From an optimization exercise on the open Yosys and OpenROAD flow, aimed at small area; shortcuts taken in it are not production practice.
In this exercise RTL edits were held to simulation tests only and were not proved equivalent to the original.

== alpha ==
==> flow/design.v (excerpt) <==
module Post_top #(
  parameter INT_BITS  = 4,
  parameter POX       = 4,
  parameter POY       = 4,
  parameter CHANNEL_N = 2
) (
  input                             clk              ,
  input                             rst              ,
  input  [CHANNEL_N*POY*POX*16-1:0] mac_to_serializer,
  input                             mac_output_valid ,
  input  [         $clog2(POY)-1:0] mac_valid_number ,
  input  [                    15:0] K                ,
  input  [                    15:0] B                ,
  input  [              POX*16-1:0] bias             ,
  output [              POX*16-1:0] relu_out         ,
  output                            relu_out_valid   ,
  output [              POX*16-1:0] post_out         ,
  output                            post_out_valid   ,
  output [            POX/2*16-1:0] pooling_out      ,
  output                            pooling_out_valid
);
  reg  [447:0] chain;
  reg          active;
  reg  [  2:0] cnt;        
  reg  [  1:0] rm1;        
  wire [447:0] chain_n = {64'd0, {64{1'b1}}, 64'd0, {64{1'b1}}, 64'd0, {64{1'b1}}, 64'd0};
  always @(posedge clk) begin
    if (mac_output_valid) chain[383:0] <= mac_to_serializer[447:64] ^ chain_n[383:0];
    else                  chain[383:0] <= chain[447:64] ^ chain_n[447:64] ^ chain_n[383:0];
    chain[447:384] <= mac_to_serializer[511:448];
  end
  always @(posedge clk or posedge rst) begin
    if (rst) begin
      active <= 1'b0;
      cnt    <= 3'd0;
      rm1    <= 2'd0;
    end
    else if (mac_output_valid) begin
      active <= 1'b1;
  ...
Size: about 640 flip-flops, roughly 780 I/O pins.
Settings: LEC_CHECK=0, ABC_AREA=1, CAP_MARGIN=20, CORE_MARGIN=2, CORE_UTILIZATION=50, GPL_TIMING_DRIVEN=0, SLEW_MARGIN=20; clock period 12.0 ns.
standard.sh (not shown) runs the stock make flow with config.mk's settings and CLKGATE_MAP_FILE= SYNTH_SCRIPT=/design/flow/synth_recipe.tcl, a recipe that flattens the netlist after the stock synthesis.
==> flow/flow/run.sh <==
#!/bin/bash
# The standard layout with these changes:
#  - synthesis maps with an area-oriented ABC script (flow/abc_area.script)
#    and skips the generic pre-mapping ABC pass (synth -noabc); the
#    registers, their names and cell types are those of the standard
#    synthesis;
#  - the port buffers are the smallest buffer (buf_1) rather than the one
#    buffer_ports picks by default;
#  - CTS uses clkbuf_8 for larger sink clusters and no dummy loads.
# make's output goes to a log per call here; ORFS's step logs are under orfs/logs/.
set -euo pipefail
rm -rf scripts_local
cp -r "$FLOW_HOME/scripts" scripts_local
cp flow/abc_area.script scripts_local/abc_area.script
bash standard.sh "SCRIPTS_DIR=$PWD/scripts_local" "SYNTH_ARGS=-noabc" synth > make_synth.log 2>&1
bash standard.sh "BUFFER_PORTS_ARGS=-buffer_cell sky130_fd_sc_hd__buf_1" \
  "CTS_ARGS=-sink_clustering_enable -repair_clock_nets -buf_list sky130_fd_sc_hd__clkbuf_8 -sink_clustering_size 16 -sink_clustering_max_diameter 60 -dont_use_dummy_load" \
  finish > make_finish.log 2>&1
==> flow/flow/abc_area.script <==
strash
dc2
dch -f
amap
topo
Input changes introduced in beta (baseline for comparison: alpha):
-- flow/design.v --
<<< alpha, line 525
  wire n518 = (n428 & n430) | (n516 & n515);
  wire n519 = n431 ^ n433;
  wire n520 = n519 ^ 1'b0;
  wire n521 = (n431 & n433) | (n519 & 1'b0);
  wire n522 = n434 ^ n436;
  wire n523 = n522 ^ n521;
  wire n524 = (n434 & n436) | (n522 & n521);
  wire n525 = n437 ^ n439;
  wire n526 = n525 ^ n524;
>>> beta, line 525
  wire n518 = (n428 & n430) | (n516 & n515);
  wire n519 = n431 ^ n433;
  wire n520 = n519 ^ n518;
  wire n521 = (n431 & n433) | (n519 & n518);
  wire n522 = n434 ^ n436;
  wire n523 = n522 ^ 1'b0;
  wire n524 = (n434 & n436) | (n522 & 1'b0);
  wire n525 = n437 ^ n439;
  wire n526 = n525 ^ n524;
<<< alpha, line 548
  wire n541 = n540 ^ n539;
  wire n542 = (n451 & n136) | (n540 & n539);
  wire n543 = n431 ^ n433;
  wire n544 = n543 ^ 1'b1;
  wire n545 = (n431 & n433) | (n543 & 1'b1);
  wire n546 = n434 ^ n436;
  wire n547 = n546 ^ n545;
  wire n548 = (n434 & n436) | (n546 & n545);
  wire n549 = n437 ^ n439;
  wire n550 = n549 ^ n548;
  wire n551 = (n437 & n439) | (n549 & n548);
  wire n552 = n440 ^ n442;
  wire n553 = n552 ^ n551;
  wire n554 = (n440 & n442) | (n552 & n551);
  wire n555 = n443 ^ n445;
  wire n556 = n555 ^ n554;
  wire n557 = (n443 & n445) | (n555 & n554);
  wire n558 = n446 ^ n448;
  wire n559 = n558 ^ n557;
  wire n560 = (n446 & n448) | (n558 & n557);
  wire n561 = n449 ^ n450;
  wire n562 = n561 ^ n560;
  wire n563 = (n449 & n450) | (n561 & n560);
  wire n564 = n451 ^ n136;
  wire n565 = n564 ^ n563;
  wire n566 = (n451 & n136) | (n564 & n563);
  wire n567 = (n518 & n544) | (~n518 & n520);
  wire n568 = (n518 & n547) | (~n518 & n523);
  wire n569 = (n518 & n550) | (~n518 & n526);
  wire n570 = (n518 & n553) | (~n518 & n529);
  wire n571 = (n518 & n556) | (~n518 & n532);
  wire n572 = (n518 & n559) | (~n518 & n535);
  wire n573 = (n518 & n562) | (~n518 & n538);
  wire n574 = (n518 & n565) | (~n518 & n541);
  wire [30:0] p = {n574, n573, n572, n571, n570, n569, n568, n567, n517, n514, n511, n508, n505, n502, n499, n496, n493, n490, n487, n484, n481, n478, n475, n472, n469, n466, n463, n460, n457, n454, n452};
  wire        ovf = p[30:26] != {5{p[30]}};
  assign q = ovf ? {p[30], {15{~p[30]}}} : p[26:11];
>>> beta, line 548
  wire n541 = n540 ^ n539;
  wire n542 = (n451 & n136) | (n540 & n539);
  wire n543 = n434 ^ n436;
  wire n544 = n543 ^ 1'b1;
  wire n545 = (n434 & n436) | (n543 & 1'b1);
  wire n546 = n437 ^ n439;
  wire n547 = n546 ^ n545;
  wire n548 = (n437 & n439) | (n546 & n545);
  wire n549 = n440 ^ n442;
  wire n550 = n549 ^ n548;
  wire n551 = (n440 & n442) | (n549 & n548);
  wire n552 = n443 ^ n445;
  wire n553 = n552 ^ n551;
  wire n554 = (n443 & n445) | (n552 & n551);
  wire n555 = n446 ^ n448;
  wire n556 = n555 ^ n554;
  wire n557 = (n446 & n448) | (n555 & n554);
  wire n558 = n449 ^ n450;
  wire n559 = n558 ^ n557;
  wire n560 = (n449 & n450) | (n558 & n557);
  wire n561 = n451 ^ n136;
  wire n562 = n561 ^ n560;
  wire n563 = (n451 & n136) | (n561 & n560);
  wire n564 = (n521 & n544) | (~n521 & n523);
  wire n565 = (n521 & n547) | (~n521 & n526);
  wire n566 = (n521 & n550) | (~n521 & n529);
  wire n567 = (n521 & n553) | (~n521 & n532);
  wire n568 = (n521 & n556) | (~n521 & n535);
  wire n569 = (n521 & n559) | (~n521 & n538);
  wire n570 = (n521 & n562) | (~n521 & n541);
  wire [30:0] p = {n570, n569, n568, n567, n566, n565, n564, n520, n517, n514, n511, n508, n505, n502, n499, n496, n493, n490, n487, n484, n481, n478, n475, n472, n469, n466, n463, n460, n457, n454, n452};
  wire        ovf = p[30:26] != {5{p[30]}};
  assign q = ovf ? {p[30], {15{~p[30]}}} : p[26:11];
--- outcome ---
From alpha to beta the numbers moved as follows: global-route wire length before repair about even; post-synthesis sequential area ratio about even; layout overhead on the synthesized area picked up an extra 0.75 points. Area enclosed by the die boundary shrinks slightly when moving from alpha to beta. ~same fraction of the mapped netlist area in adder cells in beta and alpha.

-- static timing again, ports no longer ideal --
No port has a modelled driver above. Below, the same layouts with a new extraction and two added sets of constraints.
Step 1 assumes that a clkbuf_16 drives the clock port and a buf_2 every other input.
Step 2 times the ports against the registers' clock, not the clock port: input delays grow and output delays shrink by t, the midpoint of the rising clock arrivals with the driver on.
a / b / c = ideal / step 1 / step 2; a / b = the first two.
run | shift t [ns] | slack for setup (ns) | latest minus earliest clock arrival (ns) | slew at the worst register clock pin (ns) | worst slew at a driven data input, ns
alpha | 0.768 | 0.250 / 0.229 / 0.094 | 0.149 / 0.148 | 0.11 / 0.11 | 0.16
beta | 0.789 | 0.300 / 0.280 / 0.280 | 0.111 / 0.110 | 0.11 / 0.11 | 0.25
After both steps setup and hold are still met in every run listed. For alpha, which loses most, drivers alone change the setup slack by -0.021 ns; drivers and shift together by -0.156 ns.
